Context: an optimization exercise on an open-source flow, tuned for small area, a short achievable clock period and few clock cycles per item. The choices shown serve that exercise and are no tape-out recipe. In this exercise RTL edits were held to simulation tests only and were not proved equivalent to the original.

[flow/config.mk]
export PLATFORM = sky130hd
export DESIGN_NAME = numberAnalyzer
export DESIGN_NICKNAME = numberAnalyzer
export VERILOG_FILES = /design/flow/design.v
export SDC_FILE = /design/flow/constraint.sdc
export NUM_CORES = 4
export LEC_CHECK = 0
export CAP_MARGIN = 20
export CORE_MARGIN = 2
export CORE_UTILIZATION = 65
export CTS_BUF_LIST = sky130_fd_sc_hd__clkbuf_8
export PLACE_DENSITY = 0.8
export SLEW_MARGIN = 20
[flow/constraint.sdc]
create_clock -name core_clock -period 130.0 [get_ports {clk}]
set_input_delay 26.0000 -clock core_clock [delete_from_list [all_inputs] [get_ports {clk}]]
set_output_delay 26.0000 -clock core_clock [all_outputs]
set_load 0.01 [all_outputs]
[flow/design.v]
module isEvenNumber(
	output wire result,
	input wire lsb
);
	assign result = ~lsb;
endmodule
module isFibonacci(
	output wire result,
	input wire [31:0] number
);
	function fib_member(input [31:0] n);
		reg [33:0] a, b, t;
		integer i;
		begin
			fib_member = 1'b0;
			a = 34'd0;
			b = 34'd1;
			for (i = 0; i < 48; i = i + 1) begin
				if ({2'b00, n} == a)
					fib_member = 1'b1;
				t = a + b;
				a = b;
				b = t;
			end
		end
	endfunction
	assign result = fib_member(number);
endmodule
module qstep(input wire p, input wire [4:0] q, output wire [4:0] m, output wire c);
	assign m[0] = q[0] & ~p | q[2] & p;
	assign m[1] = q[0] & p | q[3] & ~p;
	assign m[2] = q[1] & ~p | q[3] & p;
	assign m[3] = q[1] & p | q[4] & ~p;
	assign m[4] = q[2] & ~p | q[4] & p;
	assign c = q[3] | q[4] | q[2] & p;
endmodule
module palFront(
	output wire [49:0] state,
	input wire [31:0] number
);
	wire [4:0] f1_m;
	wire f1_c;
	qstep f1(.p(1'b0), .q({1'b0, 1'b0, 1'b0, 1'b0, 1'b1}), .m(f1_m), .c(f1_c));
	wire [4:0] f2_m;
	wire f2_c;
	qstep f2(.p(number[31]), .q({1'b0, 1'b0, 1'b0, 1'b0, f1_m[0]}), .m(f2_m), .c(f2_c));
	wire [4:0] f3_m;
	wire f3_c;
	qstep f3(.p(number[30]), .q({1'b0, 1'b0, 1'b0, f2_m[1], f2_m[0]}), .m(f3_m), .c(f3_c));
	wire [4:0] f4_m;
	wire f4_c;
	qstep f4(.p(number[29]), .q({1'b0, f3_m[3], f3_m[2], f3_m[1], f3_m[0]}), .m(f4_m), .c(f4_c));
	wire [4:0] f5_m;
	wire f5_c;
	qstep f5(.p(1'b0), .q({1'b0, 1'b0, 1'b0, 1'b0, 1'b1}), .m(f5_m), .c(f5_c));
	wire [4:0] f6_m;
	wire f6_c;
	qstep f6(.p(number[28]), .q({f4_m[4], f4_m[3], f4_m[2], f4_m[1], f4_m[0]}), .m(f6_m), .c(f6_c));
	wire [4:0] f7_m;
	wire f7_c;
	qstep f7(.p(f4_c), .q({1'b0, 1'b0, 1'b0, 1'b0, f5_m[0]}), .m(f7_m), .c(f7_c));
	wire [4:0] f8_m;
	wire f8_c;
	qstep f8(.p(number[27]), .q({f6_m[4], f6_m[3], f6_m[2], f6_m[1], f6_m[0]}), .m(f8_m), .c(f8_c));
	wire [4:0] f9_m;
	wire f9_c;
	qstep f9(.p(f6_c), .q({1'b0, 1'b0, 1'b0, f7_m[1], f7_m[0]}), .m(f9_m), .c(f9_c));
	wire [4:0] f10_m;
	wire f10_c;
	qstep f10(.p(number[26]), .q({f8_m[4], f8_m[3], f8_m[2], f8_m[1], f8_m[0]}), .m(f10_m), .c(f10_c));
	wire [4:0] f11_m;
	wire f11_c;
	qstep f11(.p(f8_c), .q({1'b0, f9_m[3], f9_m[2], f9_m[1], f9_m[0]}), .m(f11_m), .c(f11_c));
	wire [4:0] f12_m;
	wire f12_c;
	qstep f12(.p(1'b0), .q({1'b0, 1'b0, 1'b0, 1'b0, 1'b1}), .m(f12_m), .c(f12_c));
	wire [4:0] f13_m;
	wire f13_c;
	qstep f13(.p(number[25]), .q({f10_m[4], f10_m[3], f10_m[2], f10_m[1], f10_m[0]}), .m(f13_m), .c(f13_c));
	wire [4:0] f14_m;
	wire f14_c;
	qstep f14(.p(f10_c), .q({f11_m[4], f11_m[3], f11_m[2], f11_m[1], f11_m[0]}), .m(f14_m), .c(f14_c));
	wire [4:0] f15_m;
	wire f15_c;
	qstep f15(.p(f11_c), .q({1'b0, 1'b0, 1'b0, 1'b0, f12_m[0]}), .m(f15_m), .c(f15_c));
	wire [4:0] f16_m;
	wire f16_c;
	qstep f16(.p(number[24]), .q({f13_m[4], f13_m[3], f13_m[2], f13_m[1], f13_m[0]}), .m(f16_m), .c(f16_c));
	wire [4:0] f17_m;
	wire f17_c;
	qstep f17(.p(f13_c), .q({f14_m[4], f14_m[3], f14_m[2], f14_m[1], f14_m[0]}), .m(f17_m), .c(f17_c));
	wire [4:0] f18_m;
	wire f18_c;
	qstep f18(.p(f14_c), .q({1'b0, 1'b0, 1'b0, f15_m[1], f15_m[0]}), .m(f18_m), .c(f18_c));
	wire [4:0] f19_m;
	wire f19_c;
	qstep f19(.p(number[23]), .q({f16_m[4], f16_m[3], f16_m[2], f16_m[1], f16_m[0]}), .m(f19_m), .c(f19_c));
	wire [4:0] f20_m;
	wire f20_c;
	qstep f20(.p(f16_c), .q({f17_m[4], f17_m[3], f17_m[2], f17_m[1], f17_m[0]}), .m(f20_m), .c(f20_c));
	wire [4:0] f21_m;
	wire f21_c;
	qstep f21(.p(f17_c), .q({1'b0, 1'b0, f18_m[2], f18_m[1], f18_m[0]}), .m(f21_m), .c(f21_c));
	wire [4:0] f22_m;
	wire f22_c;
	qstep f22(.p(1'b0), .q({1'b0, 1'b0, 1'b0, 1'b0, 1'b1}), .m(f22_m), .c(f22_c));
	wire [4:0] f23_m;
	wire f23_c;
	qstep f23(.p(number[22]), .q({f19_m[4], f19_m[3], f19_m[2], f19_m[1], f19_m[0]}), .m(f23_m), .c(f23_c));
	wire [4:0] f24_m;
	wire f24_c;
	qstep f24(.p(f19_c), .q({f20_m[4], f20_m[3], f20_m[2], f20_m[1], f20_m[0]}), .m(f24_m), .c(f24_c));
	wire [4:0] f25_m;
	wire f25_c;
	qstep f25(.p(f20_c), .q({f21_m[4], f21_m[3], f21_m[2], f21_m[1], f21_m[0]}), .m(f25_m), .c(f25_c));
	wire [4:0] f26_m;
	wire f26_c;
	qstep f26(.p(f21_c), .q({1'b0, 1'b0, 1'b0, 1'b0, f22_m[0]}), .m(f26_m), .c(f26_c));
	wire [4:0] f27_m;
	wire f27_c;
	qstep f27(.p(number[21]), .q({f23_m[4], f23_m[3], f23_m[2], f23_m[1], f23_m[0]}), .m(f27_m), .c(f27_c));
	wire [4:0] f28_m;
	wire f28_c;
	qstep f28(.p(f23_c), .q({f24_m[4], f24_m[3], f24_m[2], f24_m[1], f24_m[0]}), .m(f28_m), .c(f28_c));
	wire [4:0] f29_m;
	wire f29_c;
	qstep f29(.p(f24_c), .q({f25_m[4], f25_m[3], f25_m[2], f25_m[1], f25_m[0]}), .m(f29_m), .c(f29_c));
	wire [4:0] f30_m;
	wire f30_c;
	qstep f30(.p(f25_c), .q({1'b0, 1'b0, 1'b0, f26_m[1], f26_m[0]}), .m(f30_m), .c(f30_c));
	wire [4:0] f31_m;
	wire f31_c;
	qstep f31(.p(number[20]), .q({f27_m[4], f27_m[3], f27_m[2], f27_m[1], f27_m[0]}), .m(f31_m), .c(f31_c));
	wire [4:0] f32_m;
	wire f32_c;
	qstep f32(.p(f27_c), .q({f28_m[4], f28_m[3], f28_m[2], f28_m[1], f28_m[0]}), .m(f32_m), .c(f32_c));
	wire [4:0] f33_m;
	wire f33_c;
	qstep f33(.p(f28_c), .q({f29_m[4], f29_m[3], f29_m[2], f29_m[1], f29_m[0]}), .m(f33_m), .c(f33_c));
	wire [4:0] f34_m;
	wire f34_c;
	qstep f34(.p(f29_c), .q({1'b0, 1'b0, f30_m[2], f30_m[1], f30_m[0]}), .m(f34_m), .c(f34_c));
	wire [4:0] f35_m;
	wire f35_c;
	qstep f35(.p(number[19]), .q({f31_m[4], f31_m[3], f31_m[2], f31_m[1], f31_m[0]}), .m(f35_m), .c(f35_c));
	wire [4:0] f36_m;
	wire f36_c;
	qstep f36(.p(f31_c), .q({f32_m[4], f32_m[3], f32_m[2], f32_m[1], f32_m[0]}), .m(f36_m), .c(f36_c));
	wire [4:0] f37_m;
	wire f37_c;
	qstep f37(.p(f32_c), .q({f33_m[4], f33_m[3], f33_m[2], f33_m[1], f33_m[0]}), .m(f37_m), .c(f37_c));
	wire [4:0] f38_m;
	wire f38_c;
	qstep f38(.p(f33_c), .q({f34_m[4], f34_m[3], f34_m[2], f34_m[1], f34_m[0]}), .m(f38_m), .c(f38_c));
	wire [4:0] f39_m;
	wire f39_c;
	qstep f39(.p(1'b0), .q({1'b0, 1'b0, 1'b0, 1'b0, 1'b1}), .m(f39_m), .c(f39_c));
	wire [4:0] f40_m;
	wire f40_c;
	qstep f40(.p(number[18]), .q({f35_m[4], f35_m[3], f35_m[2], f35_m[1], f35_m[0]}), .m(f40_m), .c(f40_c));
	wire [4:0] f41_m;
	wire f41_c;
	qstep f41(.p(f35_c), .q({f36_m[4], f36_m[3], f36_m[2], f36_m[1], f36_m[0]}), .m(f41_m), .c(f41_c));
	wire [4:0] f42_m;
	wire f42_c;
	qstep f42(.p(f36_c), .q({f37_m[4], f37_m[3], f37_m[2], f37_m[1], f37_m[0]}), .m(f42_m), .c(f42_c));
	wire [4:0] f43_m;
	wire f43_c;
	qstep f43(.p(f37_c), .q({f38_m[4], f38_m[3], f38_m[2], f38_m[1], f38_m[0]}), .m(f43_m), .c(f43_c));
	wire [4:0] f44_m;
	wire f44_c;
	qstep f44(.p(f38_c), .q({1'b0, 1'b0, 1'b0, 1'b0, f39_m[0]}), .m(f44_m), .c(f44_c));
	wire [4:0] f45_m;
	wire f45_c;
	qstep f45(.p(number[17]), .q({f40_m[4], f40_m[3], f40_m[2], f40_m[1], f40_m[0]}), .m(f45_m), .c(f45_c));
	wire [4:0] f46_m;
	wire f46_c;
	qstep f46(.p(f40_c), .q({f41_m[4], f41_m[3], f41_m[2], f41_m[1], f41_m[0]}), .m(f46_m), .c(f46_c));
	wire [4:0] f47_m;
	wire f47_c;
	qstep f47(.p(f41_c), .q({f42_m[4], f42_m[3], f42_m[2], f42_m[1], f42_m[0]}), .m(f47_m), .c(f47_c));
	wire [4:0] f48_m;
	wire f48_c;
	qstep f48(.p(f42_c), .q({f43_m[4], f43_m[3], f43_m[2], f43_m[1], f43_m[0]}), .m(f48_m), .c(f48_c));
	wire [4:0] f49_m;
	wire f49_c;
	qstep f49(.p(f43_c), .q({1'b0, 1'b0, 1'b0, f44_m[1], f44_m[0]}), .m(f49_m), .c(f49_c));
	wire [4:0] f50_m;
	wire f50_c;
	qstep f50(.p(number[16]), .q({f45_m[4], f45_m[3], f45_m[2], f45_m[1], f45_m[0]}), .m(f50_m), .c(f50_c));
	wire [4:0] f51_m;
	wire f51_c;
	qstep f51(.p(f45_c), .q({f46_m[4], f46_m[3], f46_m[2], f46_m[1], f46_m[0]}), .m(f51_m), .c(f51_c));
	wire [4:0] f52_m;
	wire f52_c;
	qstep f52(.p(f46_c), .q({f47_m[4], f47_m[3], f47_m[2], f47_m[1], f47_m[0]}), .m(f52_m), .c(f52_c));
	wire [4:0] f53_m;
	wire f53_c;
	qstep f53(.p(f47_c), .q({f48_m[4], f48_m[3], f48_m[2], f48_m[1], f48_m[0]}), .m(f53_m), .c(f53_c));
	wire [4:0] f54_m;
	wire f54_c;
	qstep f54(.p(f48_c), .q({1'b0, f49_m[3], f49_m[2], f49_m[1], f49_m[0]}), .m(f54_m), .c(f54_c));
	wire [4:0] f55_m;
	wire f55_c;
	qstep f55(.p(1'b0), .q({1'b0, 1'b0, 1'b0, 1'b0, 1'b1}), .m(f55_m), .c(f55_c));
	wire [4:0] f56_m;
	wire f56_c;
	qstep f56(.p(number[15]), .q({f50_m[4], f50_m[3], f50_m[2], f50_m[1], f50_m[0]}), .m(f56_m), .c(f56_c));
	wire [4:0] f57_m;
	wire f57_c;
	qstep f57(.p(f50_c), .q({f51_m[4], f51_m[3], f51_m[2], f51_m[1], f51_m[0]}), .m(f57_m), .c(f57_c));
	wire [4:0] f58_m;
	wire f58_c;
	qstep f58(.p(f51_c), .q({f52_m[4], f52_m[3], f52_m[2], f52_m[1], f52_m[0]}), .m(f58_m), .c(f58_c));
	wire [4:0] f59_m;
	wire f59_c;
	qstep f59(.p(f52_c), .q({f53_m[4], f53_m[3], f53_m[2], f53_m[1], f53_m[0]}), .m(f59_m), .c(f59_c));
	wire [4:0] f60_m;
	wire f60_c;
	qstep f60(.p(f53_c), .q({f54_m[4], f54_m[3], f54_m[2], f54_m[1], f54_m[0]}), .m(f60_m), .c(f60_c));
	wire [4:0] f61_m;
	wire f61_c;
	qstep f61(.p(f54_c), .q({1'b0, 1'b0, 1'b0, 1'b0, f55_m[0]}), .m(f61_m), .c(f61_c));
	wire [4:0] f62_m;
	wire f62_c;
	qstep f62(.p(number[14]), .q({f56_m[4], f56_m[3], f56_m[2], f56_m[1], f56_m[0]}), .m(f62_m), .c(f62_c));
	wire [4:0] f63_m;
	wire f63_c;
	qstep f63(.p(f56_c), .q({f57_m[4], f57_m[3], f57_m[2], f57_m[1], f57_m[0]}), .m(f63_m), .c(f63_c));
	wire [4:0] f64_m;
	wire f64_c;
	qstep f64(.p(f57_c), .q({f58_m[4], f58_m[3], f58_m[2], f58_m[1], f58_m[0]}), .m(f64_m), .c(f64_c));
	wire [4:0] f65_m;
	wire f65_c;
	qstep f65(.p(f58_c), .q({f59_m[4], f59_m[3], f59_m[2], f59_m[1], f59_m[0]}), .m(f65_m), .c(f65_c));
	wire [4:0] f66_m;
	wire f66_c;
	qstep f66(.p(f59_c), .q({f60_m[4], f60_m[3], f60_m[2], f60_m[1], f60_m[0]}), .m(f66_m), .c(f66_c));
	wire [4:0] f67_m;
	wire f67_c;
	qstep f67(.p(f60_c), .q({1'b0, 1'b0, 1'b0, f61_m[1], f61_m[0]}), .m(f67_m), .c(f67_c));
	wire [4:0] f68_m;
	wire f68_c;
	qstep f68(.p(number[13]), .q({f62_m[4], f62_m[3], f62_m[2], f62_m[1], f62_m[0]}), .m(f68_m), .c(f68_c));
	wire [4:0] f69_m;
	wire f69_c;
	qstep f69(.p(f62_c), .q({f63_m[4], f63_m[3], f63_m[2], f63_m[1], f63_m[0]}), .m(f69_m), .c(f69_c));
	wire [4:0] f70_m;
	wire f70_c;
	qstep f70(.p(f63_c), .q({f64_m[4], f64_m[3], f64_m[2], f64_m[1], f64_m[0]}), .m(f70_m), .c(f70_c));
	wire [4:0] f71_m;
	wire f71_c;
	qstep f71(.p(f64_c), .q({f65_m[4], f65_m[3], f65_m[2], f65_m[1], f65_m[0]}), .m(f71_m), .c(f71_c));
	wire [4:0] f72_m;
	wire f72_c;
	qstep f72(.p(f65_c), .q({f66_m[4], f66_m[3], f66_m[2], f66_m[1], f66_m[0]}), .m(f72_m), .c(f72_c));
	wire [4:0] f73_m;
	wire f73_c;
	qstep f73(.p(f66_c), .q({1'b0, 1'b0, f67_m[2], f67_m[1], f67_m[0]}), .m(f73_m), .c(f73_c));
	wire [4:0] f74_m;
	wire f74_c;
	qstep f74(.p(1'b0), .q({1'b0, 1'b0, 1'b0, 1'b0, 1'b1}), .m(f74_m), .c(f74_c));
	wire [4:0] f75_m;
	wire f75_c;
	qstep f75(.p(number[12]), .q({f68_m[4], f68_m[3], f68_m[2], f68_m[1], f68_m[0]}), .m(f75_m), .c(f75_c));
	wire [4:0] f76_m;
	wire f76_c;
	qstep f76(.p(f68_c), .q({f69_m[4], f69_m[3], f69_m[2], f69_m[1], f69_m[0]}), .m(f76_m), .c(f76_c));
	wire [4:0] f77_m;
	wire f77_c;
	qstep f77(.p(f69_c), .q({f70_m[4], f70_m[3], f70_m[2], f70_m[1], f70_m[0]}), .m(f77_m), .c(f77_c));
	wire [4:0] f78_m;
	wire f78_c;
	qstep f78(.p(f70_c), .q({f71_m[4], f71_m[3], f71_m[2], f71_m[1], f71_m[0]}), .m(f78_m), .c(f78_c));
	wire [4:0] f79_m;
	wire f79_c;
	qstep f79(.p(f71_c), .q({f72_m[4], f72_m[3], f72_m[2], f72_m[1], f72_m[0]}), .m(f79_m), .c(f79_c));
	wire [4:0] f80_m;
	wire f80_c;
	qstep f80(.p(f72_c), .q({f73_m[4], f73_m[3], f73_m[2], f73_m[1], f73_m[0]}), .m(f80_m), .c(f80_c));
	wire [4:0] f81_m;
	wire f81_c;
	qstep f81(.p(f73_c), .q({1'b0, 1'b0, 1'b0, 1'b0, f74_m[0]}), .m(f81_m), .c(f81_c));
	assign state = {f81_m[1], f81_m[0], f80_c, f80_m[4], f80_m[3], f80_m[2], f80_m[1], f80_m[0], f79_c, f79_m[4], f79_m[3], f79_m[2], f79_m[1], f79_m[0], f78_c, f78_m[4], f78_m[3], f78_m[2], f78_m[1], f78_m[0], f77_c, f77_m[4], f77_m[3], f77_m[2], f77_m[1], f77_m[0], f76_c, f76_m[4], f76_m[3], f76_m[2], f76_m[1], f76_m[0], f75_c, f75_m[4], f75_m[3], f75_m[2], f75_m[1], f75_m[0], number[11], number[10], number[9], number[8], number[7], number[6], number[5], number[4], number[3], number[2], number[1], number[0]};
endmodule
module palBack(
	output wire result,
	input wire [49:0] state
);
	wire [4:0] b1_m;
	wire b1_c;
	qstep b1(.p(state[11]), .q({state[16], state[15], state[14], state[13], state[12]}), .m(b1_m), .c(b1_c));
	wire [4:0] b2_m;
	wire b2_c;
	qstep b2(.p(state[17]), .q({state[22], state[21], state[20], state[19], state[18]}), .m(b2_m), .c(b2_c));
	wire [4:0] b3_m;
	wire b3_c;
	qstep b3(.p(state[23]), .q({state[28], state[27], state[26], state[25], state[24]}), .m(b3_m), .c(b3_c));
	wire [4:0] b4_m;
	wire b4_c;
	qstep b4(.p(state[29]), .q({state[34], state[33], state[32], state[31], state[30]}), .m(b4_m), .c(b4_c));
	wire [4:0] b5_m;
	wire b5_c;
	qstep b5(.p(state[35]), .q({state[40], state[39], state[38], state[37], state[36]}), .m(b5_m), .c(b5_c));
	wire [4:0] b6_m;
	wire b6_c;
	qstep b6(.p(state[41]), .q({state[46], state[45], state[44], state[43], state[42]}), .m(b6_m), .c(b6_c));
	wire [4:0] b7_m;
	wire b7_c;
	qstep b7(.p(state[47]), .q({1'b0, 1'b0, 1'b0, state[49], state[48]}), .m(b7_m), .c(b7_c));
	wire [4:0] b8_m;
	wire b8_c;
	qstep b8(.p(state[10]), .q({b1_m[4], b1_m[3], b1_m[2], b1_m[1], b1_m[0]}), .m(b8_m), .c(b8_c));
	wire [4:0] b9_m;
	wire b9_c;
	qstep b9(.p(b1_c), .q({b2_m[4], b2_m[3], b2_m[2], b2_m[1], b2_m[0]}), .m(b9_m), .c(b9_c));
	wire [4:0] b10_m;
	wire b10_c;
	qstep b10(.p(b2_c), .q({b3_m[4], b3_m[3], b3_m[2], b3_m[1], b3_m[0]}), .m(b10_m), .c(b10_c));
	wire [4:0] b11_m;
	wire b11_c;
	qstep b11(.p(b3_c), .q({b4_m[4], b4_m[3], b4_m[2], b4_m[1], b4_m[0]}), .m(b11_m), .c(b11_c));
	wire [4:0] b12_m;
	wire b12_c;
	qstep b12(.p(b4_c), .q({b5_m[4], b5_m[3], b5_m[2], b5_m[1], b5_m[0]}), .m(b12_m), .c(b12_c));
	wire [4:0] b13_m;
	wire b13_c;
	qstep b13(.p(b5_c), .q({b6_m[4], b6_m[3], b6_m[2], b6_m[1], b6_m[0]}), .m(b13_m), .c(b13_c));
	wire [4:0] b14_m;
	wire b14_c;
	qstep b14(.p(b6_c), .q({1'b0, 1'b0, b7_m[2], b7_m[1], b7_m[0]}), .m(b14_m), .c(b14_c));
	wire [4:0] b15_m;
	wire b15_c;
	qstep b15(.p(state[9]), .q({b8_m[4], b8_m[3], b8_m[2], b8_m[1], b8_m[0]}), .m(b15_m), .c(b15_c));
	wire [4:0] b16_m;
	wire b16_c;
	qstep b16(.p(b8_c), .q({b9_m[4], b9_m[3], b9_m[2], b9_m[1], b9_m[0]}), .m(b16_m), .c(b16_c));
	wire [4:0] b17_m;
	wire b17_c;
	qstep b17(.p(b9_c), .q({b10_m[4], b10_m[3], b10_m[2], b10_m[1], b10_m[0]}), .m(b17_m), .c(b17_c));
	wire [4:0] b18_m;
	wire b18_c;
	qstep b18(.p(b10_c), .q({b11_m[4], b11_m[3], b11_m[2], b11_m[1], b11_m[0]}), .m(b18_m), .c(b18_c));
	wire [4:0] b19_m;
	wire b19_c;
	qstep b19(.p(b11_c), .q({b12_m[4], b12_m[3], b12_m[2], b12_m[1], b12_m[0]}), .m(b19_m), .c(b19_c));
	wire [4:0] b20_m;
	wire b20_c;
	qstep b20(.p(b12_c), .q({b13_m[4], b13_m[3], b13_m[2], b13_m[1], b13_m[0]}), .m(b20_m), .c(b20_c));
	wire [4:0] b21_m;
	wire b21_c;
	qstep b21(.p(b13_c), .q({b14_m[4], b14_m[3], b14_m[2], b14_m[1], b14_m[0]}), .m(b21_m), .c(b21_c));
	wire [4:0] b22_m;
	wire b22_c;
	qstep b22(.p(1'b0), .q({1'b0, 1'b0, 1'b0, 1'b0, 1'b1}), .m(b22_m), .c(b22_c));
	wire [4:0] b23_m;
	wire b23_c;
	qstep b23(.p(state[8]), .q({b15_m[4], b15_m[3], b15_m[2], b15_m[1], b15_m[0]}), .m(b23_m), .c(b23_c));
	wire [4:0] b24_m;
	wire b24_c;
	qstep b24(.p(b15_c), .q({b16_m[4], b16_m[3], b16_m[2], b16_m[1], b16_m[0]}), .m(b24_m), .c(b24_c));
	wire [4:0] b25_m;
	wire b25_c;
	qstep b25(.p(b16_c), .q({b17_m[4], b17_m[3], b17_m[2], b17_m[1], b17_m[0]}), .m(b25_m), .c(b25_c));
	wire [4:0] b26_m;
	wire b26_c;
	qstep b26(.p(b17_c), .q({b18_m[4], b18_m[3], b18_m[2], b18_m[1], b18_m[0]}), .m(b26_m), .c(b26_c));
	wire [4:0] b27_m;
	wire b27_c;
	qstep b27(.p(b18_c), .q({b19_m[4], b19_m[3], b19_m[2], b19_m[1], b19_m[0]}), .m(b27_m), .c(b27_c));
	wire [4:0] b28_m;
	wire b28_c;
	qstep b28(.p(b19_c), .q({b20_m[4], b20_m[3], b20_m[2], b20_m[1], b20_m[0]}), .m(b28_m), .c(b28_c));
	wire [4:0] b29_m;
	wire b29_c;
	qstep b29(.p(b20_c), .q({b21_m[4], b21_m[3], b21_m[2], b21_m[1], b21_m[0]}), .m(b29_m), .c(b29_c));
	wire [4:0] b30_m;
	wire b30_c;
	qstep b30(.p(b21_c), .q({1'b0, 1'b0, 1'b0, 1'b0, b22_m[0]}), .m(b30_m), .c(b30_c));
	wire [4:0] b31_m;
	wire b31_c;
	qstep b31(.p(state[7]), .q({b23_m[4], b23_m[3], b23_m[2], b23_m[1], b23_m[0]}), .m(b31_m), .c(b31_c));
	wire [4:0] b32_m;
	wire b32_c;
	qstep b32(.p(b23_c), .q({b24_m[4], b24_m[3], b24_m[2], b24_m[1], b24_m[0]}), .m(b32_m), .c(b32_c));
	wire [4:0] b33_m;
	wire b33_c;
	qstep b33(.p(b24_c), .q({b25_m[4], b25_m[3], b25_m[2], b25_m[1], b25_m[0]}), .m(b33_m), .c(b33_c));
	wire [4:0] b34_m;
	wire b34_c;
	qstep b34(.p(b25_c), .q({b26_m[4], b26_m[3], b26_m[2], b26_m[1], b26_m[0]}), .m(b34_m), .c(b34_c));
	wire [4:0] b35_m;
	wire b35_c;
	qstep b35(.p(b26_c), .q({b27_m[4], b27_m[3], b27_m[2], b27_m[1], b27_m[0]}), .m(b35_m), .c(b35_c));
	wire [4:0] b36_m;
	wire b36_c;
	qstep b36(.p(b27_c), .q({b28_m[4], b28_m[3], b28_m[2], b28_m[1], b28_m[0]}), .m(b36_m), .c(b36_c));
	wire [4:0] b37_m;
	wire b37_c;
	qstep b37(.p(b28_c), .q({b29_m[4], b29_m[3], b29_m[2], b29_m[1], b29_m[0]}), .m(b37_m), .c(b37_c));
	wire [4:0] b38_m;
	wire b38_c;
	qstep b38(.p(b29_c), .q({1'b0, 1'b0, 1'b0, b30_m[1], b30_m[0]}), .m(b38_m), .c(b38_c));
	wire [4:0] b39_m;
	wire b39_c;
	qstep b39(.p(state[6]), .q({b31_m[4], b31_m[3], b31_m[2], b31_m[1], b31_m[0]}), .m(b39_m), .c(b39_c));
	wire [4:0] b40_m;
	wire b40_c;
	qstep b40(.p(b31_c), .q({b32_m[4], b32_m[3], b32_m[2], b32_m[1], b32_m[0]}), .m(b40_m), .c(b40_c));
	wire [4:0] b41_m;
	wire b41_c;
	qstep b41(.p(b32_c), .q({b33_m[4], b33_m[3], b33_m[2], b33_m[1], b33_m[0]}), .m(b41_m), .c(b41_c));
	wire [4:0] b42_m;
	wire b42_c;
	qstep b42(.p(b33_c), .q({b34_m[4], b34_m[3], b34_m[2], b34_m[1], b34_m[0]}), .m(b42_m), .c(b42_c));
	wire [4:0] b43_m;
	wire b43_c;
	qstep b43(.p(b34_c), .q({b35_m[4], b35_m[3], b35_m[2], b35_m[1], b35_m[0]}), .m(b43_m), .c(b43_c));
	wire [4:0] b44_m;
	wire b44_c;
	qstep b44(.p(b35_c), .q({b36_m[4], b36_m[3], b36_m[2], b36_m[1], b36_m[0]}), .m(b44_m), .c(b44_c));
	wire [4:0] b45_m;
	wire b45_c;
	qstep b45(.p(b36_c), .q({b37_m[4], b37_m[3], b37_m[2], b37_m[1], b37_m[0]}), .m(b45_m), .c(b45_c));
	wire [4:0] b46_m;
	wire b46_c;
	qstep b46(.p(b37_c), .q({1'b0, b38_m[3], b38_m[2], b38_m[1], b38_m[0]}), .m(b46_m), .c(b46_c));
	wire [4:0] b47_m;
	wire b47_c;
	qstep b47(.p(1'b0), .q({1'b0, 1'b0, 1'b0, 1'b0, 1'b1}), .m(b47_m), .c(b47_c));
	wire [4:0] b48_m;
	wire b48_c;
	qstep b48(.p(state[5]), .q({b39_m[4], b39_m[3], b39_m[2], b39_m[1], b39_m[0]}), .m(b48_m), .c(b48_c));
	wire [4:0] b49_m;
	wire b49_c;
	qstep b49(.p(b39_c), .q({b40_m[4], b40_m[3], b40_m[2], b40_m[1], b40_m[0]}), .m(b49_m), .c(b49_c));
	wire [4:0] b50_m;
	wire b50_c;
	qstep b50(.p(b40_c), .q({b41_m[4], b41_m[3], b41_m[2], b41_m[1], b41_m[0]}), .m(b50_m), .c(b50_c));
	wire [4:0] b51_m;
	wire b51_c;
	qstep b51(.p(b41_c), .q({b42_m[4], b42_m[3], b42_m[2], b42_m[1], b42_m[0]}), .m(b51_m), .c(b51_c));
	wire [4:0] b52_m;
	wire b52_c;
	qstep b52(.p(b42_c), .q({b43_m[4], b43_m[3], b43_m[2], b43_m[1], b43_m[0]}), .m(b52_m), .c(b52_c));
	wire [4:0] b53_m;
	wire b53_c;
	qstep b53(.p(b43_c), .q({b44_m[4], b44_m[3], b44_m[2], b44_m[1], b44_m[0]}), .m(b53_m), .c(b53_c));
	wire [4:0] b54_m;
	wire b54_c;
	qstep b54(.p(b44_c), .q({b45_m[4], b45_m[3], b45_m[2], b45_m[1], b45_m[0]}), .m(b54_m), .c(b54_c));
	wire [4:0] b55_m;
	wire b55_c;
	qstep b55(.p(b45_c), .q({b46_m[4], b46_m[3], b46_m[2], b46_m[1], b46_m[0]}), .m(b55_m), .c(b55_c));
	wire [4:0] b56_m;
	wire b56_c;
	qstep b56(.p(b46_c), .q({1'b0, 1'b0, 1'b0, 1'b0, b47_m[0]}), .m(b56_m), .c(b56_c));
	wire [4:0] b57_m;
	wire b57_c;
	qstep b57(.p(state[4]), .q({b48_m[4], b48_m[3], b48_m[2], b48_m[1], b48_m[0]}), .m(b57_m), .c(b57_c));
	wire [4:0] b58_m;
	wire b58_c;
	qstep b58(.p(b48_c), .q({b49_m[4], b49_m[3], b49_m[2], b49_m[1], b49_m[0]}), .m(b58_m), .c(b58_c));
	wire [4:0] b59_m;
	wire b59_c;
	qstep b59(.p(b49_c), .q({b50_m[4], b50_m[3], b50_m[2], b50_m[1], b50_m[0]}), .m(b59_m), .c(b59_c));
	wire [4:0] b60_m;
	wire b60_c;
	qstep b60(.p(b50_c), .q({b51_m[4], b51_m[3], b51_m[2], b51_m[1], b51_m[0]}), .m(b60_m), .c(b60_c));
	wire [4:0] b61_m;
	wire b61_c;
	qstep b61(.p(b51_c), .q({b52_m[4], b52_m[3], b52_m[2], b52_m[1], b52_m[0]}), .m(b61_m), .c(b61_c));
	wire [4:0] b62_m;
	wire b62_c;
	qstep b62(.p(b52_c), .q({b53_m[4], b53_m[3], b53_m[2], b53_m[1], b53_m[0]}), .m(b62_m), .c(b62_c));
	wire [4:0] b63_m;
	wire b63_c;
	qstep b63(.p(b53_c), .q({b54_m[4], b54_m[3], b54_m[2], b54_m[1], b54_m[0]}), .m(b63_m), .c(b63_c));
	wire [4:0] b64_m;
	wire b64_c;
	qstep b64(.p(b54_c), .q({b55_m[4], b55_m[3], b55_m[2], b55_m[1], b55_m[0]}), .m(b64_m), .c(b64_c));
	wire [4:0] b65_m;
	wire b65_c;
	qstep b65(.p(b55_c), .q({1'b0, 1'b0, 1'b0, b56_m[1], b56_m[0]}), .m(b65_m), .c(b65_c));
	wire [4:0] b66_m;
	wire b66_c;
	qstep b66(.p(state[3]), .q({b57_m[4], b57_m[3], b57_m[2], b57_m[1], b57_m[0]}), .m(b66_m), .c(b66_c));
	wire [4:0] b67_m;
	wire b67_c;
	qstep b67(.p(b57_c), .q({b58_m[4], b58_m[3], b58_m[2], b58_m[1], b58_m[0]}), .m(b67_m), .c(b67_c));
	wire [4:0] b68_m;
	wire b68_c;
	qstep b68(.p(b58_c), .q({b59_m[4], b59_m[3], b59_m[2], b59_m[1], b59_m[0]}), .m(b68_m), .c(b68_c));
	wire [4:0] b69_m;
	wire b69_c;
	qstep b69(.p(b59_c), .q({b60_m[4], b60_m[3], b60_m[2], b60_m[1], b60_m[0]}), .m(b69_m), .c(b69_c));
	wire [4:0] b70_m;
	wire b70_c;
	qstep b70(.p(b60_c), .q({b61_m[4], b61_m[3], b61_m[2], b61_m[1], b61_m[0]}), .m(b70_m), .c(b70_c));
	wire [4:0] b71_m;
	wire b71_c;
	qstep b71(.p(b61_c), .q({b62_m[4], b62_m[3], b62_m[2], b62_m[1], b62_m[0]}), .m(b71_m), .c(b71_c));
	wire [4:0] b72_m;
	wire b72_c;
	qstep b72(.p(b62_c), .q({b63_m[4], b63_m[3], b63_m[2], b63_m[1], b63_m[0]}), .m(b72_m), .c(b72_c));
	wire [4:0] b73_m;
	wire b73_c;
	qstep b73(.p(b63_c), .q({b64_m[4], b64_m[3], b64_m[2], b64_m[1], b64_m[0]}), .m(b73_m), .c(b73_c));
	wire [4:0] b74_m;
	wire b74_c;
	qstep b74(.p(b64_c), .q({1'b0, 1'b0, b65_m[2], b65_m[1], b65_m[0]}), .m(b74_m), .c(b74_c));
	wire [4:0] b75_m;
	wire b75_c;
	qstep b75(.p(1'b0), .q({1'b0, 1'b0, 1'b0, 1'b0, 1'b1}), .m(b75_m), .c(b75_c));
	wire [4:0] b76_m;
	wire b76_c;
	qstep b76(.p(state[2]), .q({b66_m[4], b66_m[3], b66_m[2], b66_m[1], b66_m[0]}), .m(b76_m), .c(b76_c));
	wire [4:0] b77_m;
	wire b77_c;
	qstep b77(.p(b66_c), .q({b67_m[4], b67_m[3], b67_m[2], b67_m[1], b67_m[0]}), .m(b77_m), .c(b77_c));
	wire [4:0] b78_m;
	wire b78_c;
	qstep b78(.p(b67_c), .q({b68_m[4], b68_m[3], b68_m[2], b68_m[1], b68_m[0]}), .m(b78_m), .c(b78_c));
	wire [4:0] b79_m;
	wire b79_c;
	qstep b79(.p(b68_c), .q({b69_m[4], b69_m[3], b69_m[2], b69_m[1], b69_m[0]}), .m(b79_m), .c(b79_c));
	wire [4:0] b80_m;
	wire b80_c;
	qstep b80(.p(b69_c), .q({b70_m[4], b70_m[3], b70_m[2], b70_m[1], b70_m[0]}), .m(b80_m), .c(b80_c));
	wire [4:0] b81_m;
	wire b81_c;
	qstep b81(.p(b70_c), .q({b71_m[4], b71_m[3], b71_m[2], b71_m[1], b71_m[0]}), .m(b81_m), .c(b81_c));
	wire [4:0] b82_m;
	wire b82_c;
	qstep b82(.p(b71_c), .q({b72_m[4], b72_m[3], b72_m[2], b72_m[1], b72_m[0]}), .m(b82_m), .c(b82_c));
	wire [4:0] b83_m;
	wire b83_c;
	qstep b83(.p(b72_c), .q({b73_m[4], b73_m[3], b73_m[2], b73_m[1], b73_m[0]}), .m(b83_m), .c(b83_c));
	wire [4:0] b84_m;
	wire b84_c;
	qstep b84(.p(b73_c), .q({b74_m[4], b74_m[3], b74_m[2], b74_m[1], b74_m[0]}), .m(b84_m), .c(b84_c));
	wire [4:0] b85_m;
	wire b85_c;
	qstep b85(.p(b74_c), .q({1'b0, 1'b0, 1'b0, 1'b0, b75_m[0]}), .m(b85_m), .c(b85_c));
	wire [4:0] b86_m;
	wire b86_c;
	qstep b86(.p(state[1]), .q({b76_m[4], b76_m[3], b76_m[2], b76_m[1], b76_m[0]}), .m(b86_m), .c(b86_c));
	wire [4:0] b87_m;
	wire b87_c;
	qstep b87(.p(b76_c), .q({b77_m[4], b77_m[3], b77_m[2], b77_m[1], b77_m[0]}), .m(b87_m), .c(b87_c));
	wire [4:0] b88_m;
	wire b88_c;
	qstep b88(.p(b77_c), .q({b78_m[4], b78_m[3], b78_m[2], b78_m[1], b78_m[0]}), .m(b88_m), .c(b88_c));
	wire [4:0] b89_m;
	wire b89_c;
	qstep b89(.p(b78_c), .q({b79_m[4], b79_m[3], b79_m[2], b79_m[1], b79_m[0]}), .m(b89_m), .c(b89_c));
	wire [4:0] b90_m;
	wire b90_c;
	qstep b90(.p(b79_c), .q({b80_m[4], b80_m[3], b80_m[2], b80_m[1], b80_m[0]}), .m(b90_m), .c(b90_c));
	wire [4:0] b91_m;
	wire b91_c;
	qstep b91(.p(b80_c), .q({b81_m[4], b81_m[3], b81_m[2], b81_m[1], b81_m[0]}), .m(b91_m), .c(b91_c));
	wire [4:0] b92_m;
	wire b92_c;
	qstep b92(.p(b81_c), .q({b82_m[4], b82_m[3], b82_m[2], b82_m[1], b82_m[0]}), .m(b92_m), .c(b92_c));
	wire [4:0] b93_m;
	wire b93_c;
	qstep b93(.p(b82_c), .q({b83_m[4], b83_m[3], b83_m[2], b83_m[1], b83_m[0]}), .m(b93_m), .c(b93_c));
	wire [4:0] b94_m;
	wire b94_c;
	qstep b94(.p(b83_c), .q({b84_m[4], b84_m[3], b84_m[2], b84_m[1], b84_m[0]}), .m(b94_m), .c(b94_c));
	wire [4:0] b95_m;
	wire b95_c;
	qstep b95(.p(b84_c), .q({1'b0, 1'b0, 1'b0, b85_m[1], b85_m[0]}), .m(b95_m), .c(b95_c));
	wire [9:0] z;
	assign z[0] = ~state[0] & b86_m[0];
	assign z[1] = ~b86_c & b87_m[0];
	assign z[2] = ~b87_c & b88_m[0];
	assign z[3] = ~b88_c & b89_m[0];
	assign z[4] = ~b89_c & b90_m[0];
	assign z[5] = ~b90_c & b91_m[0];
	assign z[6] = ~b91_c & b92_m[0];
	assign z[7] = ~b92_c & b93_m[0];
	assign z[8] = ~b93_c & b94_m[0];
	assign z[9] = ~b94_c & b95_m[0];
	wire [10:2] s;
	assign s[2] = ((state[0] ~^ b86_c) & (b86_m[0] & b87_m[0] | b86_m[1] & b87_m[1] | b86_m[2] & b87_m[2] | b86_m[3] & b87_m[3] | b86_m[4] & b87_m[4]));
	assign s[3] = ((state[0] ~^ b87_c) & (b86_m[0] & b88_m[0] | b86_m[1] & b88_m[1] | b86_m[2] & b88_m[2] | b86_m[3] & b88_m[3] | b86_m[4] & b88_m[4]));
	assign s[4] = ((state[0] ~^ b88_c) & (b86_m[0] & b89_m[0] | b86_m[1] & b89_m[1] | b86_m[2] & b89_m[2] | b86_m[3] & b89_m[3] | b86_m[4] & b89_m[4])) & ((b86_c ~^ b87_c) & (b87_m[0] & b88_m[0] | b87_m[1] & b88_m[1] | b87_m[2] & b88_m[2] | b87_m[3] & b88_m[3] | b87_m[4] & b88_m[4]));
	assign s[5] = ((state[0] ~^ b89_c) & (b86_m[0] & b90_m[0] | b86_m[1] & b90_m[1] | b86_m[2] & b90_m[2] | b86_m[3] & b90_m[3] | b86_m[4] & b90_m[4])) & ((b86_c ~^ b88_c) & (b87_m[0] & b89_m[0] | b87_m[1] & b89_m[1] | b87_m[2] & b89_m[2] | b87_m[3] & b89_m[3] | b87_m[4] & b89_m[4]));
	assign s[6] = ((state[0] ~^ b90_c) & (b86_m[0] & b91_m[0] | b86_m[1] & b91_m[1] | b86_m[2] & b91_m[2] | b86_m[3] & b91_m[3] | b86_m[4] & b91_m[4])) & ((b86_c ~^ b89_c) & (b87_m[0] & b90_m[0] | b87_m[1] & b90_m[1] | b87_m[2] & b90_m[2] | b87_m[3] & b90_m[3] | b87_m[4] & b90_m[4])) & ((b87_c ~^ b88_c) & (b88_m[0] & b89_m[0] | b88_m[1] & b89_m[1] | b88_m[2] & b89_m[2] | b88_m[3] & b89_m[3] | b88_m[4] & b89_m[4]));
	assign s[7] = ((state[0] ~^ b91_c) & (b86_m[0] & b92_m[0] | b86_m[1] & b92_m[1] | b86_m[2] & b92_m[2] | b86_m[3] & b92_m[3] | b86_m[4] & b92_m[4])) & ((b86_c ~^ b90_c) & (b87_m[0] & b91_m[0] | b87_m[1] & b91_m[1] | b87_m[2] & b91_m[2] | b87_m[3] & b91_m[3] | b87_m[4] & b91_m[4])) & ((b87_c ~^ b89_c) & (b88_m[0] & b90_m[0] | b88_m[1] & b90_m[1] | b88_m[2] & b90_m[2] | b88_m[3] & b90_m[3] | b88_m[4] & b90_m[4]));
	assign s[8] = ((state[0] ~^ b92_c) & (b86_m[0] & b93_m[0] | b86_m[1] & b93_m[1] | b86_m[2] & b93_m[2] | b86_m[3] & b93_m[3] | b86_m[4] & b93_m[4])) & ((b86_c ~^ b91_c) & (b87_m[0] & b92_m[0] | b87_m[1] & b92_m[1] | b87_m[2] & b92_m[2] | b87_m[3] & b92_m[3] | b87_m[4] & b92_m[4])) & ((b87_c ~^ b90_c) & (b88_m[0] & b91_m[0] | b88_m[1] & b91_m[1] | b88_m[2] & b91_m[2] | b88_m[3] & b91_m[3] | b88_m[4] & b91_m[4])) & ((b88_c ~^ b89_c) & (b89_m[0] & b90_m[0] | b89_m[1] & b90_m[1] | b89_m[2] & b90_m[2] | b89_m[3] & b90_m[3] | b89_m[4] & b90_m[4]));
	assign s[9] = ((state[0] ~^ b93_c) & (b86_m[0] & b94_m[0] | b86_m[1] & b94_m[1] | b86_m[2] & b94_m[2] | b86_m[3] & b94_m[3] | b86_m[4] & b94_m[4])) & ((b86_c ~^ b92_c) & (b87_m[0] & b93_m[0] | b87_m[1] & b93_m[1] | b87_m[2] & b93_m[2] | b87_m[3] & b93_m[3] | b87_m[4] & b93_m[4])) & ((b87_c ~^ b91_c) & (b88_m[0] & b92_m[0] | b88_m[1] & b92_m[1] | b88_m[2] & b92_m[2] | b88_m[3] & b92_m[3] | b88_m[4] & b92_m[4])) & ((b88_c ~^ b90_c) & (b89_m[0] & b91_m[0] | b89_m[1] & b91_m[1] | b89_m[2] & b91_m[2] | b89_m[3] & b91_m[3] | b89_m[4] & b91_m[4]));
	assign s[10] = ((state[0] ~^ b94_c) & (b86_m[0] & b95_m[0] | b86_m[1] & b95_m[1] | b86_m[2] & b95_m[2])) & ((b86_c ~^ b93_c) & (b87_m[0] & b94_m[0] | b87_m[1] & b94_m[1] | b87_m[2] & b94_m[2] | b87_m[3] & b94_m[3] | b87_m[4] & b94_m[4])) & ((b87_c ~^ b92_c) & (b88_m[0] & b93_m[0] | b88_m[1] & b93_m[1] | b88_m[2] & b93_m[2] | b88_m[3] & b93_m[3] | b88_m[4] & b93_m[4])) & ((b88_c ~^ b91_c) & (b89_m[0] & b92_m[0] | b89_m[1] & b92_m[1] | b89_m[2] & b92_m[2] | b89_m[3] & b92_m[3] | b89_m[4] & b92_m[4])) & ((b89_c ~^ b90_c) & (b90_m[0] & b91_m[0] | b90_m[1] & b91_m[1] | b90_m[2] & b91_m[2] | b90_m[3] & b91_m[3] | b90_m[4] & b91_m[4]));
	function pal(input [9:0] z, input [10:2] s);
		integer k;
		begin
			pal = 1'b1;
			for (k = 2; k <= 10; k = k + 1)
				if (!z[k - 1])
					pal = s[k];
		end
	endfunction
	assign result = pal(z, s);
endmodule
module numberAnalyzer(isEven, isFibonacci, isPalindrome, stuckStateEven, stuckStateFibonacci, stuckStatePalindrome, inp, reset, go_i, clk);
	output isEven;
	output isFibonacci;
	output isPalindrome;
	output[1:0] stuckStateEven;
	output[3:0] stuckStateFibonacci;
	output[3:0] stuckStatePalindrome;
	input[31:0] inp;
	input reset;
	input go_i;
	input clk;
	wire fib_w;
	wire [49:0] pal_w;
	isFibonacci ifn(fib_w, inp);
	palFront pf(pal_w, inp);
	reg done;
	reg fib_r;
	reg [49:0] pal_s;
	always @(posedge clk) begin
		done <= ~reset & ~done & go_i;
		fib_r <= fib_w;
		pal_s <= pal_w;
	end
	wire even_r, pal_r;
	isEvenNumber ien(even_r, pal_s[0]);
	palBack pb(pal_r, pal_s);
	assign isEven = done & even_r;
	assign isFibonacci = done & fib_r;
	assign isPalindrome = done & pal_r;
	assign stuckStateEven = {done, done & ~even_r};
	assign stuckStateFibonacci = {done & ~fib_r, {3{done & fib_r}}};
	assign stuckStatePalindrome = {done & pal_r, {2{done & ~pal_r}}, done & pal_r};
endmodule
[flow/flow/run.sh]
#!/bin/bash
# Own layout flow: the standard synthesis with an area-oriented ABC script
# (a copy of ORFS's scripts whose ABC script is flow/area.abc; every other
# synthesis step, and so every register and its name, is as standard), then the
# combinational logic is mapped once more with flow/remap.abc (flip-flops kept
# as they are: same instances, names and cells), then the standard layout
# from that netlist with 1x port buffers and a setup repair margin.  Each tool's
# output goes to a log of its own here.
set -euo pipefail
W=$PWD
F=$W/flow
P=${FLOW_PLATFORM:-sky130hd}
R=$W/orfs/results/$P/numberAnalyzer/base
LOGS=$W/orfs/logs/$P/numberAnalyzer/base
YOSYS=${YOSYS_EXE:-$FLOW_HOME/../tools/install/yosys/bin/yosys}
[[ -x $YOSYS ]] || YOSYS=yosys

# 1. standard synthesis, ABC script replaced
rm -rf $W/scripts_area
cp -r $FLOW_HOME/scripts $W/scripts_area
cp $F/area.abc $W/scripts_area/abc_speed.script
cp $F/area.abc $W/scripts_area/abc_area.script
bash standard.sh SCRIPTS_DIR=$W/scripts_area synth > $W/flow_synth.log 2>&1

# 2. re-map the combinational logic
cp $R/1_2_yosys.v $W/synth_1_2_yosys.v
printf 'set_driving_cell sky130_fd_sc_hd__buf_1\nset_load 5\n' > $W/remap.constr
export REMAP_IN=$W/synth_1_2_yosys.v
export REMAP_OUT=$W/remap_1_2_yosys.v
export REMAP_LIB=$FLOW_HOME/platforms/$P/lib/sky130_fd_sc_hd__tt_025C_1v80.lib
export REMAP_ABC=$F/remap.abc
export REMAP_CONSTR=$W/remap.constr
export REMAP_TOP=$FLOW_TOP
export REMAP_DONTUSE="$(grep -o -- '-dont_use [^ ]*' $LOGS/1_2_yosys.log | sed 's/-dont_use //' | sort -u | tr '\n' ' ')"
$YOSYS -c $F/remap.tcl > $W/flow_remap.log 2>&1
cp $REMAP_OUT $R/1_2_yosys.v
rm -f $R/1_synth.odb $R/1_synth.sdc

# 3. standard layout from the re-mapped netlist
bash standard.sh BUFFER_PORTS_ARGS="-buffer_cell sky130_fd_sc_hd__buf_1" SETUP_SLACK_MARGIN=90 > $W/flow_layout.log 2>&1
[flow/flow/area.abc]
strash
dc2
dch -f
amap -m
topo
stime -c
[flow/flow/remap.abc]
strash
&get -n
&dch -f
&if -K 4 -a
&mfs
&st
&put
dch -f
amap -m
topo
stime -c
[flow/flow/remap.tcl]
# Re-map the combinational logic of a synthesized netlist with an area-oriented ABC script.
# Flip-flop instances are kept as they are (same names and cell types).
# env: REMAP_IN, REMAP_OUT, REMAP_LIB, REMAP_ABC (script), REMAP_DONTUSE (list), REMAP_TOP
yosys -import
set lib $::env(REMAP_LIB)
read_liberty -ignore_miss_func $lib
# sequential cells stay as instances
read_verilog -defer $::env(REMAP_IN)
hierarchy -top $::env(REMAP_TOP)
setattr -mod -set keep_hierarchy 1 {=t:$_*FF*} %m
flatten
opt_clean -purge
set du {}
foreach c $::env(REMAP_DONTUSE) { lappend du -dont_use $c }
abc -script $::env(REMAP_ABC) -liberty $lib {*}$du -constr $::env(REMAP_CONSTR)
opt_clean -purge
setundef -zero
splitnets
opt_clean -purge
# nets named after the flattened cells' pins
yosys rename -hide w:*.*
hilomap -singleton -hicell sky130_fd_sc_hd__conb_1 HI -locell sky130_fd_sc_hd__conb_1 LO
insbuf -buf sky130_fd_sc_hd__buf_4 A X
opt_clean -purge
select -module $::env(REMAP_TOP)
tee -o $::env(REMAP_OUT).stat stat -liberty $lib
write_verilog -noattr -nohex -nodec -selected $::env(REMAP_OUT)
[flow/standard.sh]
#!/bin/bash
# synth_recipe.tcl (not shown) runs the flow's synth.tcl, then flattens the netlist and writes it again
# the make line also repeats each setting of config.mk as NAME=value (left out here)
make -C /OpenROAD-flow-scripts/flow DESIGN_CONFIG=/design/flow/config.mk WORK_HOME=/design/flow/orfs CLKGATE_MAP_FILE= SYNTH_SCRIPT=/design/flow/synth_recipe.tcl "${@:-finish}"
==> key figures <==
Status
  – Status: finished clean

Run
  – Number of max-cap violations: 0

STA
  – Setup violators final: 0
  – Setup TNS: 0 ns
  – Worst Skew: 0 ns
  – RSZ-0062 raised after global routing: no
  – Slew @ Worst Pin: 1.17 ns
  – Final period utilization: 26.6%
  – Worst slew margin: 21.0%
  – Hold Fails Final Rpt: 0
  – Max Slew Vio Count: 0
  – Highest clock rate: 28.9 MHz
  – Min Tclk post-route: 34.63 ns

Place
  – Port Buffers: 47
  – Placed Area: 10300 µm²
  – Dpl hpwl: 25200 µm
  – Placed insts: 1888
  – Gpl congestion: 1.09

Layout
  – Multi-input gate area: 8050 µm²
  – Non-Filler Instances: 1896
  – Fill cells: 1359
  – Final Util: 69.0%
  – Share of layout cells above drive strength 1: 0.527%
  – P&R area growth vs syn: 4.64%
  – Fin area: 10400 µm²
  – FF+latch area: 1040 µm²
  – Diodes inserted: 0
  – Layout Nets: 1742

Critical path
  – Crit path buffers/inverters: 5
  – Worst EP arrival: 8.63 ns
  – Worst EP required: 104.00 ns
  – Element type at the critical path start: register
  – Critical path class: reg -> out
  – Worst R2R Path Depth: 3
  – CP peak stage delay: 0.70 ns
  – CP Max Fanout: 7
  – Critical path's top delay family: compound AO/OA/AOI/OAI gates
  – Levels on crit path: 32
  – Top cell by count, worst path: o22ai_1
  – Max stage delay cell, worst path: nor3_1
  – CP Capture Type: output pin

GRT
  – Total grt overflow: 0
  – Number of global-route vias before repair: 12000
  – GRT Util Overall: 37.1%
  – Initial antenna violation count: 0
  – Largest net degree at the start of global routing: 19
  – Global-route wire length before repair: 52000 µm

CTS
  – Hold_buf cts: 0
  – CTS resizes: 0
  – H-Tree Depth: 2
  – CTS root buffer: clkbuf_8
  – Post-CTS Setup Repair Bufs: 0
  – Reg clk slew, reported paths: 0.09 ns
  – Clock Tree Buf Depth: 2
  – Worst skew pair latency: 0.31 ns
  – Clk sink count: 52
  – TritonCTS clock tree: built
  – CTS buffer count: 5

Synthesis
  – Synth Instances: 1659
  – Avg Inst Size Synth: 5.98 µm²
  – Synth Cell Area: 9910 µm²
  – Syn Nets: 1694
  – Synth warnings: 3

Drt
  – Vias/cell: 7.41
  – Avg WL per Cell: 17.0 µm
  – Total vias in the final route: 14100
  – Final ANT Viol Nets: 0
  – 1st-pass router iterations: 6
  – Residual DRC: 0
  – Total Wirelength: 32300 µm
  – Initial DRC count: 1458

Floorplan
  – Die Y: 128 µm
  – IO Count: 48
  – DIE AREA: 16300 µm²
  – Initial Utilization: 66.0%
  – Site Rows: 45
  – CORE AREA: 15000 µm²
  – Die W: 128 µm

Hold path
  – HP Class: reg -> reg
  – Worst Hold Depth: 3
final timing paths:
check	startpoint	end	slack (ns)
worst max-delay path	pal_s[11]	stuckStatePalindrome[3]	95.37
worst min-delay path	done	done	0.63
worst max register to register	done	done	129.22
worst min register to register	done	done	0.63
worst min-delay path: cells and delay by family (launching register included):
kind,cells,cell delay (ns)
flops,1,0.32
simple gates,2,0.15
buf+inv,1,0.13
registers in the layout, summed over array words and instances, names as in the netlist:
signal  cells
done        1
fib_r       1
pal_s      50
metal layers:
metal	wire, µm	part of all wire (%)	track usage, %	up-vias
met1	13100	41	43.4	6220
met5	0	0	0	-
met4	1270	3.9	14.8	0
met3	2340	7.2	4.15	151
li1	-	-	-	6926
met2	15500	48	69.0	758
placed cells by master, fill, tap and decap left out, drive strengths merged, types with 22 or more instances in the layout:
cell    count
a211oi     27
a21oi      64
a22oi      28
buf        48
clkinv    205
dfxtp      52
nand2      95
nand3      26
nand4      41
nor2      199
nor2b      32
nor3       81
o211ai     40
o21ai      49
o22a       22
o22ai     569
cell type report:
cell class	instances	share of cell area, %
multi-input cells	1395	77.6
flip-flops and latches	52	10.0
inverters	205	7.42
well taps	188	2.27
repair buffers	48	1.77
clock buffers	5	0.663
clock inverters	3	0.241
per-stage QoR:
stage | worst slack, ns | hold slack (ns)
after floorplan | 97.11 | 0.538
after global placement | 96.44 | 0.589
after detailed placement | 96.02 | 0.601
after CTS | 95.69 | 0.624
after global routing | 94.62 | 0.663
final | 95.37 | 0.634
Testbench counts, summed over its fixed seeds: cycles 4,800, items 2,400.

## static timing again, ports no longer ideal
In the flow no input, the clock included, has a driving cell. The finished layout below was timed again as built, in two steps. Step 1 sets driving cells, clkbuf_16 on the clock port and buf_2 on the other inputs (assumed; they add their load-dependent delay and slew). Step 2 also shifts input and output timing later by t, the mid clock arrival at the registers, as if the neighbouring blocks saw the same clock. Slacks: ideal / step 1 / step 2; pairs: ideal / step 1.
t, ns: 0.351
setup slack, ns: 95.372 / 95.335 / 95.686
hold slack, ns: 0.634 / 0.634 / 0.634
worst setup path after step 2: register to output
slew at the worst register clock pin (ns): 0.10 / 0.10
After both steps this run still meets setup and hold. The setup slack of this run moves by -0.037 ns with the drivers and by +0.314 ns with both steps.
